From an optimization exercise on the open Yosys and OpenROAD flow, aimed at small area; shortcuts taken in it are not production practice. Only simulation tests tie the RTL to the original design; equivalence was not proved. The clock port is modelled as an ideal driver, which makes a skipped or thinned clock tree look cheaper than it is; a real chip needs a root buffer or a tree. Power is estimated from default activity; no workload was simulated.

Setup of the baseline:
Design TopModule, start of the top module:
module TopModule (
    input              clk,
    input              rst,
    input              chipSelect,
    input              read_in,
    input              write_in,
    input              A0In,
    input      [7:0]   inDataBus,
    output reg [7:0]   outDataBus,
    output reg         ioDataBus,
    input      [2:0]   cascade_in,
    output reg [2:0]   cascade_out,
    output             cascade_io,
    input              SP,
    input              interrupt_acknowledge_n,
    output reg         interrupt_to_cpu,
    input      [7:0]   interrupt_request
);
    integer i;
    reg       write_low;     
    reg       a0_q;
    reg [7:0] data_q;
    always @(posedge clk or negedge rst) begin
        if (!rst) write_low <= 1'b0;
        else      write_low <= ~chipSelect & ~write_in;
    end
    always @(posedge clk) begin
        a0_q   <= A0In;
        data_q <= inDataBus;
    end
    wire write_pulse = write_low & write_in;
    wire write_a1    = write_pulse & a0_q;
    wire write_a0    = write_pulse & ~a0_q;
    wire write_icw1  = write_a0 & data_q[4];
    wire write_ocw2  = write_a0 & ~data_q[4] & ~data_q[3];
    wire write_ocw3  = write_a0 & ~data_q[4] & data_q[3];
    reg [1:0] init_state;    
    reg       ic4;
    reg       single;
    reg       ltim;
    wire init_done  = (init_state == 2'd0);
    wire write_icw2 = write_a1 & (init_state == 2'd1);
    wire write_icw3 = write_a1 & (init_state == 2'd2);
    wire write_icw4 = write_a1 & (init_state == 2'd3);
  ...
Size: roughly 400 cells after synthesis, roughly 82 flip-flops, ~41 I/O pins, roughly 0.0038 mm² of cells after synthesis.
Settings: LEC_CHECK=0, CAP_MARGIN=20, CORE_MARGIN=2, CORE_UTILIZATION=40, SLEW_MARGIN=20; clock period 10.0 ns.
standard.sh (not shown) runs the stock make flow with config.mk's settings and CLKGATE_MAP_FILE= SYNTH_SCRIPT=/design/flow/synth_recipe.tcl, a recipe that flattens the netlist after the stock synthesis.
==> flow/flow/run.sh <==
#!/bin/bash
# Own layout flow: the standard ORFS flow with these changes:
#  - synthesis is the standard one, but ABC maps the logic with an area-oriented
#    script, tried with several seeds (flow/abc_override.tcl), instead of ORFS's
#    speed script; registers are untouched;
#  - port buffers use the smallest buffer cell;
#  - the clock tree is built by flow/clock_tree.tcl in place of ORFS's CTS step.
set -euo pipefail
W=$(pwd)
F=$W/flow
export MY_ABC_SEEDS="1 2 3 4 5 6 7 8"
export MY_ABC_TIME=15
export RES=$W/orfs/results/sky130hd/TopModule/base

# synthesis script: the standard flow's, with the abc command overridden
{ head -n 1 synth_recipe.tcl; cat "$F/abc_override.tcl"; tail -n +2 synth_recipe.tcl; } > my_synth.tcl
# config: the standard flow's, plus the extra settings
{ cat config.mk; echo; cat "$F/extra.mk"; } > my_config.mk
sed -e "s#$W/synth_recipe.tcl#$W/my_synth.tcl#g" -e "s#$W/config.mk#$W/my_config.mk#g" standard.sh > my_standard.sh

bash my_standard.sh synth > synth.log 2>&1
bash my_standard.sh place > place.log 2>&1
openroad -no_init -exit "$F/clock_tree.tcl" > clock_tree.log 2>&1
bash my_standard.sh finish > route_finish.log 2>&1
test -f out/final.def
Other scripts of this flow, unchanged in this note and not shown: flow/flow/abc_override.tcl, flow/flow/clock_tree.tcl, flow/flow/extra.mk
Having completed the whole flow, the baseline delivered a layout that passed the timing, design-rule and antenna checks.
[inputs] the candidate vs the baseline
diff --git a/flow/design.v b/flow/design.v
--- a/flow/design.v
+++ b/flow/design.v
@@ -202,17 +202,14 @@
     always @(posedge clk or negedge rst) begin
         if (!rst) begin
             low_seen <= 8'd0;
             irr      <= 8'd0;
         end else begin
             low_seen <= ~clear_irr & (low_seen | ~interrupt_request);
-            for (i = 0; i < 8; i = i + 1)
-                if (clear_irr[i])
-                    irr[i] <= 1'b0;
-                else if (thawed)
-                    irr[i] <= interrupt_request[i] & (ltim | low_seen[i]);
+            irr      <= {8{thawed}} & ~clear_irr & interrupt_request &
+                        ({8{ltim}} | low_seen);
         end
     end
     always @(posedge clk or negedge rst) begin
         if (!rst)
             interrupt_to_cpu <= 1'b0;
         else if (write_icw1)
### Flow results
- Comparing the candidate against the baseline, there is no change at all in number of detailed-route iterations in the first pass.
- The candidate vs. the baseline: portion of total power attributed to the clock network dropped 0.6 points; number of multi-input combinational cells dropped 30; worst supply voltage drop on vdd climbed 55%; all-layer global routing usage climbed 0.48 points.
- Delta (the candidate minus the baseline): worst hold slack down 7.3 ps; global-route wire length before repair -about 0.44%.
- Delta (the candidate minus the baseline): ratio of final minimum period to clock period grew by 4.8 points, total via count after detailed routing decreased by 164 relative to the old numbers.
- Against the baseline, the candidate comes in 480 ps lower on final critical-path setup slack.
No run of this note takes its clock network from TritonCTS; it comes from the design's own scripts or RTL.

-- separate check: timing with driven ports --
In the flow no input, the clock included, has a driving cell. The finished layouts below were timed again as built, in two steps. Step 1 sets driving cells, clkbuf_16 on the clock port and buf_2 on the other inputs (assumed; they add their load-dependent delay and slew). Step 2 also shifts input and output timing later by t, the mid clock arrival at the registers, as if the neighbouring blocks saw the same clock. a / b / c = no drivers / after step 1 / after step 2; a / b = the first two.
| run | t (ns) | slack for setup (ns) | worst setup path at the end | cell pins on the clock port's net |
|---|---|---|---|---|
| the baseline | 0.432 | 3.899 / 3.878 / 3.878 | input to output | 1 |
| the candidate | 0.439 | 3.414 / 3.390 / 3.390 | input to output | 1 |
After both steps every run listed still meets setup and hold. For the candidate, which loses most, drivers alone change the setup slack by -0.024 ns; drivers and shift together by -0.024 ns.
